This is an optimization exercise on Yosys and OpenROAD, whose aim is small area, not a production implementation.
Where RTL was checked, it was by simulation tests only, not by an equivalence proof against the original.
The flow treats the clock pin as an ideal source, which a real chip does not have.
Power is estimated from default activity; no workload was simulated.

==> flow/design.v <==
`timescale 1ns / 1ps
`default_nettype none
module lepton_channel (
	input  wire        clk,
	input  wire        reset,
	input  wire        fpixel,
	input  wire [1:0]  telemetry,
	output wire        ncs,
	output wire        sclk,
	input  wire        miso,
	output reg         n_locked,
	output wire        vsync,
	output wire        hsync,
	output wire        pvalid,
	output wire [23:0] pixel,
	output wire        tsync,
	output wire        tvalid,
	output wire [15:0] tdata
	);
	reg  [1:0]  ph;
	reg  [2:0]  bb;
	reg  [1:0]  bm;
	reg  [6:0]  bt;
	reg         sd;            
	reg  [23:0] shift;
	reg  [5:0]  id6;           
	reg         resync_id;     
	wire nedg = ph[1] & ph[0];
	wire pedg = !ph[1] & ph[0];
	wire at_delay = &bt[5:1] & bm[0] & bb[2];                                 
	wire at_bmax  = &bb & (fpixel ? bt[6] & bt[4] & bt[0] :                   
	                                bt[5] & bt[4] & bt[2] & bt[1] & bm[0]);   
	wire wrap     = sd ? at_bmax : at_delay;
	wire t0       = bt == 7'd0;
	wire t1       = bt == 7'd1;
	wire c15      = t0 & bm == 2'd1 & bb == 3'd7;       
	wire c31      = t1 & bm == 2'd0 & bb == 3'd7;       
	wire c32      = t1 & bm == 2'd1 & bb == 3'd0;       
	wire id_strobe  = sd & nedg & c15;
	wire crc_strobe = sd & nedg & c31;
	wire sync     = sd & ph == 2'd0 & c32;
	wire sync_q   = sd & ph == 2'd1 & c32;
	wire valid_q  = !n_locked & ph == 2'd1 & bb == 3'd0 &
	                !((t0 & bm != 2'd0) | (t1 & bm != 2'd2));
	wire p2valid  = valid_q & !(bt[0] ^ (bm == 2'd1));
	wire p3valid  = valid_q & (bm == 2'd1 | (t0 & bm == 2'd0));
	wire [5:0]  sh6 = shift[5:0];
	wire hi_nz  = |shift[11:6];
	wire discard_next = shift[11:8] == 4'hf;
	wire special_next = !shift[15] & shift[14:12] < 3'd5 & !hi_nz & sh6 == 6'd20;
	wire discard = id6 == 6'd63 & !resync_id;
	wire wrapc  = discard | id6 == ((telemetry == 2'b00) ? 6'd59 : 6'd60);
	wire [5:0] exp_id = n_locked ? 6'd1 : wrapc ? 6'd0 : id6 + 6'd1;
	wire resync_next = !discard_next & (hi_nz | sh6 == 6'd63 | sh6 != exp_id);
	wire resync = sync_q & resync_id;
	assign ncs  = !(sd | (at_delay & ph[1]));
	assign sclk = !sd | ph[1];
	always @(posedge clk) begin
		if (reset) begin
			{bt, bm, bb, ph} <= 14'd2;
		end else if (resync) begin
			{bt, bm, bb, ph} <= {7'd127, 2'd2, 3'd7, 2'd3};
		end else if (nedg & wrap) begin
			{bt, bm, bb, ph} <= 14'd0;
		end else begin
			ph <= ph + 2'd1;
			if (nedg) begin
				bb <= bb + 3'd1;
				if (bb == 3'd7) begin
					bm <= (bm == 2'd2) ? 2'd0 : bm + 2'd1;
					if (bm == 2'd2) bt <= bt + 7'd1;
				end
			end
		end
		if (reset | resync) begin
			sd <= 1'b0;
			n_locked <= 1'b1;
		end else begin
			if (nedg & at_delay) sd <= 1'b1;
			if (crc_strobe) n_locked <= 1'b0;
		end
		if (pedg) shift <= {shift[22:16], shift[15] & fpixel, shift[14:0], miso};
		if (id_strobe) begin
			id6 <= sh6 | {6{hi_nz}};
			resync_id <= resync_next;
		end
	end
	wire fr = reset | n_locked;
	reg        last_seg;
	reg [11:0] seg_sync;
	reg        blank_q;
	reg        hs_toggle;
	wire [5:0] idn = id6;
	wire blank = (blank_q | seg_sync[3]) & !seg_sync[11];
	wire tel_f = telemetry == 2'b01;
	wire tel_h = telemetry == 2'b10;
	wire vdata = !discard & (tel_f ? (idn < 6'd57 | !seg_sync[2]) :
	                         tel_h ? (idn > 6'd3 | !seg_sync[11]) : 1'b1);
	wire tdat  = !vdata & !discard & !blank;
	wire hsync1 = sync_q & !blank & vdata & (!tel_h | idn > 6'd4 | !seg_sync[11]);
	assign pvalid = (fpixel ? p3valid : p2valid) & !blank & vdata;
	assign tvalid = tdat & p2valid;
	assign vsync  = sync_q & !blank & seg_sync[11] & (tel_h ? idn == 6'd4 : idn == 6'd0);
	assign hsync  = hsync1 & hs_toggle;
	assign tsync  = sync_q & tdat & (tel_f ? idn == 6'd57 & seg_sync[2] : idn == 6'd0 & seg_sync[11]);
	assign pixel  = shift;
	assign tdata  = shift[15:0];
	always @(posedge clk) begin
		if (fr | (sync & idn == 6'd0)) seg_sync <= {seg_sync[10:0], last_seg};
		if (fr) begin
			last_seg  <= 1'b0;
			blank_q   <= 1'b1;
			hs_toggle <= 1'b0;
		end else begin
			if (id_strobe & special_next & shift[14:12] == 3'd1) last_seg <= 1'b1;
			else if (id_strobe & special_next & shift[14:12] != 3'd0) last_seg <= 1'b0;
			if (seg_sync[11]) blank_q <= 1'b0;
			else if (seg_sync[3]) blank_q <= 1'b1;
			if (blank | vsync) hs_toggle <= 1'b0;
			else if (hsync1) hs_toggle <= !hs_toggle;
		end
	end
endmodule
`timescale 1ns / 1ps
`default_nettype none
module stereo_lepton_rx (
	input  wire        clk,
	input  wire        reset,         
	input  wire        fpixel,        
	input  wire [1:0]  telemetry,     
	output wire [1:0]  ncs,
	output wire [1:0]  sclk,
	input  wire [1:0]  miso,
	output wire [1:0]  n_locked,      
	output wire        vsync_a,
	output wire        hsync_a,
	output wire        pvalid_a,
	output wire [23:0] pixel_a,
	output wire        tsync_a,
	output wire        tvalid_a,
	output wire [15:0] tdata_a,
	output wire        vsync_b,
	output wire        hsync_b,
	output wire        pvalid_b,
	output wire [23:0] pixel_b,
	output wire        tsync_b,
	output wire        tvalid_b,
	output wire [15:0] tdata_b
	);
	lepton_channel CHA (
		.clk(clk), .reset(reset), .fpixel(fpixel), .telemetry(telemetry),
		.ncs(ncs[0]), .sclk(sclk[0]), .miso(miso[0]), .n_locked(n_locked[0]),
		.vsync(vsync_a), .hsync(hsync_a), .pvalid(pvalid_a), .pixel(pixel_a),
		.tsync(tsync_a), .tvalid(tvalid_a), .tdata(tdata_a)
	);
	lepton_channel CHB (
		.clk(clk), .reset(reset), .fpixel(fpixel), .telemetry(telemetry),
		.ncs(ncs[1]), .sclk(sclk[1]), .miso(miso[1]), .n_locked(n_locked[1]),
		.vsync(vsync_b), .hsync(hsync_b), .pvalid(pvalid_b), .pixel(pixel_b),
		.tsync(tsync_b), .tvalid(tvalid_b), .tdata(tdata_b)
	);
endmodule
clock: 10.0 ns
lec_check: 0
cap_margin: 20
core_margin: 2
core_utilization: 65
place_density: 0.75
slew_margin: 20
standard.sh (not shown) runs the stock make flow with config.mk's settings and CLKGATE_MAP_FILE= SYNTH_SCRIPT=/design/flow/synth_recipe.tcl, a recipe that flattens the netlist after the stock synthesis.
==> flow/flow/run.sh <==
#!/bin/bash
# Layout flow: the standard ORFS flow (standard.sh) with these changes:
#  - synthesis: the standard script (synth_recipe.tcl) unchanged, except that ABC
#    maps the logic with an area-oriented script (flow/abc_area.script) and the
#    adders are left to ABC instead of being mapped to half/full-adder cells
#  - port buffers use the smallest buffer cell, sky130_fd_sc_hd__buf_1
#  - clock tree from clkbuf_4 leaf buffers under a clkbuf_8 root, no dummy
#    loads; leaf buffers whose flip-flops see a slow clock edge are then
#    upsized to clkbuf_8 (flow/post_cts.tcl)
# Each tool's output goes to its log under orfs/logs; make's output to flow.log.
set -e
W=$PWD
cat > $W/area_synth.tcl <<EOT
proc abc {args} {
  set i [lsearch \$args -script]
  if {\$i >= 0} { lset args [expr {\$i + 1}] $W/flow/abc_area.script }
  yosys abc {*}\$args
}
source $W/synth_recipe.tcl
EOT
export BUFFER_PORTS_ARGS="-buffer_cell sky130_fd_sc_hd__buf_1"
export CTS_ARGS="-sink_clustering_enable -repair_clock_nets -dont_use_dummy_load -buf_list sky130_fd_sc_hd__clkbuf_4 -root_buf sky130_fd_sc_hd__clkbuf_8"
export POST_CTS_TCL=$W/flow/post_cts.tcl
bash standard.sh SYNTH_SCRIPT=$W/area_synth.tcl ADDER_MAP_FILE= finish > flow.log 2>&1
==> flow/flow/abc_area.script <==
&get -n
&st
&deepsyn -T 60
&st
&dch
&nf -R 1000
&put
==> flow/flow/post_cts.tcl <==
# Upsize the clock-tree leaf buffers whose flip-flop clock pins see a slow edge.
estimate_parasitics -placement
set up [dict create]
foreach pin [get_pins -hierarchical */CLK] {
  if {[get_property $pin slew_max] > 0.100} {
    set net [get_nets -of_objects $pin]
    foreach drv [get_pins -of_objects $net -filter "direction==output"] {
      dict set up [get_full_name [get_cells -of_objects $drv]] 1
    }
  }
}
foreach name [dict keys $up] {
  set inst [get_cells $name]
  if {[string match *clkbuf_4 [get_property $inst ref_name]]} {
    puts "upsizing $name"
    replace_cell $inst sky130_fd_sc_hd__clkbuf_8
  }
}
detailed_placement
check_placement -verbose
Rerun with:
--- a/flow/design.v
+++ b/flow/design.v
@@ -23,7 +23,9 @@
 	reg  [6:0]  bt;
 	reg         sd;            
+	reg         rf;            
 	reg  [23:0] shift;
 	reg  [5:0]  id6;           
-	reg         resync_id;     
+	reg         discard;       
+	reg         wrong_id;
 	wire nedg = ph[1] & ph[0];
 	wire pedg = !ph[1] & ph[0];
@@ -45,20 +47,22 @@
 	wire p2valid  = valid_q & !(bt[0] ^ (bm == 2'd1));
 	wire p3valid  = valid_q & (bm == 2'd1 | (t0 & bm == 2'd0));
+	wire normal  = id6 != 6'd63;
+	wire bad_id  = !(discard | normal);
 	wire [5:0]  sh6 = shift[5:0];
 	wire hi_nz  = |shift[11:6];
+	wire normal_next  = !hi_nz & sh6 != 6'd63;
 	wire discard_next = shift[11:8] == 4'hf;
 	wire special_next = !shift[15] & shift[14:12] < 3'd5 & !hi_nz & sh6 == 6'd20;
-	wire discard = id6 == 6'd63 & !resync_id;
 	wire wrapc  = discard | id6 == ((telemetry == 2'b00) ? 6'd59 : 6'd60);
-	wire [5:0] exp_id = n_locked ? 6'd1 : wrapc ? 6'd0 : id6 + 6'd1;
-	wire resync_next = !discard_next & (hi_nz | sh6 == 6'd63 | sh6 != exp_id);
-	wire resync = sync_q & resync_id;
+	wire wrong_next = normal_next &
+	                  (n_locked ? sh6 != 6'd1 :
+	                   wrapc    ? sh6 != 6'd0 :
+	                              !(normal & sh6 == id6 + 6'd1));
+	wire reset_int = !reset & sync & (bad_id | wrong_id);
 	assign ncs  = !(sd | (at_delay & ph[1]));
 	assign sclk = !sd | ph[1];
 	always @(posedge clk) begin
-		if (reset) begin
+		if (reset | (rf & ph == 2'd0)) begin
 			{bt, bm, bb, ph} <= 14'd2;
-		end else if (resync) begin
-			{bt, bm, bb, ph} <= {7'd127, 2'd2, 3'd7, 2'd3};
 		end else if (nedg & wrap) begin
 			{bt, bm, bb, ph} <= 14'd0;
@@ -73,5 +77,5 @@
 			end
 		end
-		if (reset | resync) begin
+		if (reset | rf) begin
 			sd <= 1'b0;
 			n_locked <= 1'b1;
@@ -80,8 +84,11 @@
 			if (crc_strobe) n_locked <= 1'b0;
 		end
+		if (reset) rf <= 1'b0;
+		else       rf <= reset_int | (rf & ph != 2'd0);
 		if (pedg) shift <= {shift[22:16], shift[15] & fpixel, shift[14:0], miso};
 		if (id_strobe) begin
 			id6 <= sh6 | {6{hi_nz}};
-			resync_id <= resync_next;
+			discard <= discard_next;
+			wrong_id <= wrong_next;
 		end
 	end
The changed run completed without violations.
Wire length went down by 5.0%.
Total power came out higher by about 2.2%.
Non-clock buffer count came out higher by 1.
Design area increases by about 1.6%.
Worst setup slack degrades by 0.0056 ns.
Count of clock-buffer cells in the layout stays the same.
Combinational power came out higher by about 8%.

---

## before
stereo_lepton_rx, a different RTL version from the one above (not shown whole).
For scale: roughly 480 cells after synthesis, roughly 120 flip-flops, about 5400 sq um of cells after synthesis.
==> module lepton_channel, before the edit <==
module lepton_channel (
	input  wire        clk,
	input  wire        reset,
	input  wire        fpixel,
	input  wire [1:0]  telemetry,
	output wire        ncs,
	output wire        sclk,
	input  wire        miso,
	output reg         n_locked,
	output wire        vsync,
	output wire        hsync,
	output wire        pvalid,
	output wire [23:0] pixel,
	output wire        tsync,
	output wire        tvalid,
	output wire [15:0] tdata
	);
	reg  [1:0]  ph;
	reg  [2:0]  bb;
	reg  [1:0]  bm;
	reg  [6:0]  bt;
	reg         sd;            
	reg  [23:0] shift;
	reg  [5:0]  id6;           
	reg         resync_id;     
	wire nedg = ph[1] & ph[0];
	wire pedg = !ph[1] & ph[0];
	wire at_delay = &bt[5:1] & bm[0] & bb[2];                                 
	wire at_bmax  = &bb & (fpixel ? bt[6] & bt[4] & bt[0] :                   
	                                bt[5] & bt[4] & bt[2] & bt[1] & bm[0]);   
	wire wrap     = sd ? at_bmax : at_delay;
	wire t0       = bt == 7'd0;
	wire t1       = bt == 7'd1;
	wire c15      = t0 & bm == 2'd1 & bb == 3'd7;       
	wire c31      = t1 & bm == 2'd0 & bb == 3'd7;       
	wire c32      = t1 & bm == 2'd1 & bb == 3'd0;       
	wire id_strobe  = nedg & c15;         
	wire crc_strobe = sd & nedg & c31;
	wire sync     = ph == 2'd0 & c32;      
	wire sync_q   = sd & ph == 2'd1 & c32;
	wire valid_q  = !n_locked & ph == 2'd1 & bb == 3'd0 &
	                !((t0 & bm != 2'd0) | (t1 & bm != 2'd2));
	wire p2valid  = valid_q & !(bt[0] ^ (bm == 2'd1));
	wire p3valid  = valid_q & (bm == 2'd1 | (t0 & bm == 2'd0));
	wire [5:0]  sh6 = shift[5:0];
	wire hi_nz  = |shift[11:6];
	wire discard_next = shift[11:8] == 4'hf;
	wire special_next = !shift[15] & shift[14:12] < 3'd5 & !hi_nz & sh6 == 6'd20;
	wire discard = id6 == 6'd63 & !resync_id;
	wire wrapc  = discard | id6 == ((telemetry == 2'b00) ? 6'd59 : 6'd60);
	wire [5:0] exp_id = n_locked ? 6'd1 : wrapc ? 6'd0 : id6 + 6'd1;
	wire resync_next = !discard_next & (hi_nz | sh6 == 6'd63 | sh6 != exp_id);
	wire resync = sync_q & resync_id;
	assign ncs  = !(sd | (at_delay & ph[1]));
	assign sclk = !sd | ph[1];
	always @(posedge clk) begin
		if (reset) begin
			{bt, bm, bb, ph} <= 14'd2;
		end else if (resync) begin
			{bt, bm, bb, ph} <= {7'd127, 2'd2, 3'd7, 2'd3};
		end else if (nedg & wrap) begin
			{bt, bm, bb, ph} <= 14'd0;
		end else begin
			ph <= ph + 2'd1;
			if (nedg) begin
				bb <= bb + 3'd1;
				if (bb == 3'd7) begin
					bm <= (bm == 2'd2) ? 2'd0 : bm + 2'd1;
					if (bm == 2'd2) bt <= bt + 7'd1;
				end
			end
		end
		if (reset | resync) begin
			sd <= 1'b0;
			n_locked <= 1'b1;
		end else begin
			if (nedg & at_delay) sd <= 1'b1;
			if (crc_strobe) n_locked <= 1'b0;
		end
		if (pedg) shift <= {shift[22:16], shift[15] & fpixel, shift[14:0], miso};
		if (id_strobe) begin
			id6 <= sh6 | {6{hi_nz}};
			resync_id <= resync_next;
		end
	end
	wire fr = reset | n_locked;
	reg        last_seg;
	reg [11:0] seg_sync;
	reg        blank_q;
	reg        hs_toggle;
	wire [5:0] idn = id6;
	wire blank = (blank_q | seg_sync[3]) & !seg_sync[11];
	wire tel_f = telemetry == 2'b01;
	wire tel_h = telemetry == 2'b10;
	wire vdata = !discard & (tel_f ? (idn < 6'd57 | !seg_sync[2]) :
	                         tel_h ? (idn > 6'd3 | !seg_sync[11]) : 1'b1);
	wire tdat  = !vdata & !discard & !blank;
	wire hsync1 = sync_q & !blank & vdata & (!tel_h | idn > 6'd4 | !seg_sync[11]);
	assign pvalid = (fpixel ? p3valid : p2valid) & !blank & vdata;
	assign tvalid = tdat & p2valid;
	assign vsync  = sync_q & !blank & seg_sync[11] & (tel_h ? idn == 6'd4 : idn == 6'd0);
	assign hsync  = hsync1 & hs_toggle;
	assign tsync  = sync_q & tdat & (tel_f ? idn == 6'd57 & seg_sync[2] : idn == 6'd0 & seg_sync[11]);
	assign pixel  = shift;
	assign tdata  = shift[15:0];
	always @(posedge clk) begin
		if (fr | (sync & idn == 6'd0)) seg_sync <= {seg_sync[10:0], last_seg};
		if (fr) begin
			last_seg  <= 1'b0;
			blank_q   <= 1'b1;
			hs_toggle <= 1'b0;
		end else begin
			if (id_strobe & special_next & shift[14:12] == 3'd1) last_seg <= 1'b1;
			else if (id_strobe & special_next & shift[14:12] != 3'd0) last_seg <= 1'b0;
			if (seg_sync[11]) blank_q <= 1'b0;
			else if (seg_sync[3]) blank_q <= 1'b1;
			if (blank | vsync) hs_toggle <= 1'b0;
			else if (hsync1) hs_toggle <= !hs_toggle;
		end
	end
endmodule
Settings: LEC_CHECK=0, CAP_MARGIN=20, CORE_MARGIN=2, CORE_UTILIZATION=65, PLACE_DENSITY=0.75, SLEW_MARGIN=20; clock period 10.0 ns.
Scripts as last shown in full above: flow/flow/run.sh, flow/flow/abc_area.script, flow/flow/post_cts.tcl
before: all stages complete, timing, DRC and antenna checks passed
The following lists how after was set up differently from before:
--- a/flow/design.v
+++ b/flow/design.v
@@ -19,12 +19,13 @@
 	);
 	reg  [1:0]  ph;
 	reg  [2:0]  bb;
 	reg  [1:0]  bm;
 	reg  [6:0]  bt;
 	reg         sd;            
+	reg         rf;            
 	reg  [23:0] shift;
 	reg  [5:0]  id6;           
 	reg         resync_id;     
 	wire nedg = ph[1] & ph[0];
 	wire pedg = !ph[1] & ph[0];
 	wire at_delay = &bt[5:1] & bm[0] & bb[2];                                 
@@ -33,15 +34,15 @@
 	wire wrap     = sd ? at_bmax : at_delay;
 	wire t0       = bt == 7'd0;
 	wire t1       = bt == 7'd1;
 	wire c15      = t0 & bm == 2'd1 & bb == 3'd7;       
 	wire c31      = t1 & bm == 2'd0 & bb == 3'd7;       
 	wire c32      = t1 & bm == 2'd1 & bb == 3'd0;       
-	wire id_strobe  = nedg & c15;         
+	wire id_strobe  = sd & nedg & c15;
 	wire crc_strobe = sd & nedg & c31;
-	wire sync     = ph == 2'd0 & c32;      
+	wire sync     = sd & ph == 2'd0 & c32;
 	wire sync_q   = sd & ph == 2'd1 & c32;
 	wire valid_q  = !n_locked & ph == 2'd1 & bb == 3'd0 &
 	                !((t0 & bm != 2'd0) | (t1 & bm != 2'd2));
 	wire p2valid  = valid_q & !(bt[0] ^ (bm == 2'd1));
 	wire p3valid  = valid_q & (bm == 2'd1 | (t0 & bm == 2'd0));
 	wire [5:0]  sh6 = shift[5:0];
@@ -49,39 +50,39 @@
 	wire discard_next = shift[11:8] == 4'hf;
 	wire special_next = !shift[15] & shift[14:12] < 3'd5 & !hi_nz & sh6 == 6'd20;
 	wire discard = id6 == 6'd63 & !resync_id;
 	wire wrapc  = discard | id6 == ((telemetry == 2'b00) ? 6'd59 : 6'd60);
 	wire [5:0] exp_id = n_locked ? 6'd1 : wrapc ? 6'd0 : id6 + 6'd1;
 	wire resync_next = !discard_next & (hi_nz | sh6 == 6'd63 | sh6 != exp_id);
-	wire resync = sync_q & resync_id;
+	wire reset_int = !reset & sync & resync_id;
 	assign ncs  = !(sd | (at_delay & ph[1]));
 	assign sclk = !sd | ph[1];
 	always @(posedge clk) begin
-		if (reset) begin
+		if (reset | (rf & ph == 2'd0)) begin
 			{bt, bm, bb, ph} <= 14'd2;
-		end else if (resync) begin
-			{bt, bm, bb, ph} <= {7'd127, 2'd2, 3'd7, 2'd3};
 		end else if (nedg & wrap) begin
 			{bt, bm, bb, ph} <= 14'd0;
 		end else begin
 			ph <= ph + 2'd1;
 			if (nedg) begin
 				bb <= bb + 3'd1;
 				if (bb == 3'd7) begin
 					bm <= (bm == 2'd2) ? 2'd0 : bm + 2'd1;
 					if (bm == 2'd2) bt <= bt + 7'd1;
 				end
 			end
 		end
-		if (reset | resync) begin
+		if (reset | rf) begin
 			sd <= 1'b0;
 			n_locked <= 1'b1;
 		end else begin
 			if (nedg & at_delay) sd <= 1'b1;
 			if (crc_strobe) n_locked <= 1'b0;
 		end
+		if (reset) rf <= 1'b0;
+		else       rf <= reset_int | (rf & ph != 2'd0);
 		if (pedg) shift <= {shift[22:16], shift[15] & fpixel, shift[14:0], miso};
 		if (id_strobe) begin
 			id6 <= sh6 | {6{hi_nz}};
 			resync_id <= resync_next;
 		end
 	end
--- outcome ---
Area: after vs before -> after larger. Comparing the two runs side by side, after comes out behind before on final critical-path setup slack. As of after, via count of the first global-routing pass had fallen slightly compared to before. Diff before..after | die area | negligible. Share of total power in combinational logic: before vs after — no meaningful difference. In the reports for before and after, the smaller share of power burned in the clock network belongs to after. Changes observed in after relative to before: sequential group power has increased, largest stage delay on the critical path shows a reduction of 0.04 ns.
Function was not checked in any run of this note: the RTL went through the layout flow alone.

## separate check: timing with driven ports
How much do the figures lean on ideal ports? The routed layouts below were timed once more, with nothing changed but the port constraints. Step 1: set_driving_cell puts a clkbuf_16 on clk and a buf_2 on each other input, an assumption about the parent block. Step 2 times the ports against the registers' clock, not the clock port: input delays grow and output delays shrink by t, the midpoint of the rising clock arrivals with the driver on. Three values: ideal, step 1, step 2; two values: the first two.
run	t (ns)	setup slack, ns	worst data-port slew with drivers (ns)
the first run of note 1	0.435	4.447 / 4.417 / 4.417	0.03
the second run of note 1	0.419	4.442 / 4.420 / 4.420	0.05
before	0.424	4.446 / 4.396 / 4.396	0.05
after	0.424	4.415 / 4.389 / 4.389	0.04
After both steps setup and hold are still met in every run listed. For before, which loses most, drivers alone change the setup slack by -0.050 ns; drivers and shift together by -0.050 ns.
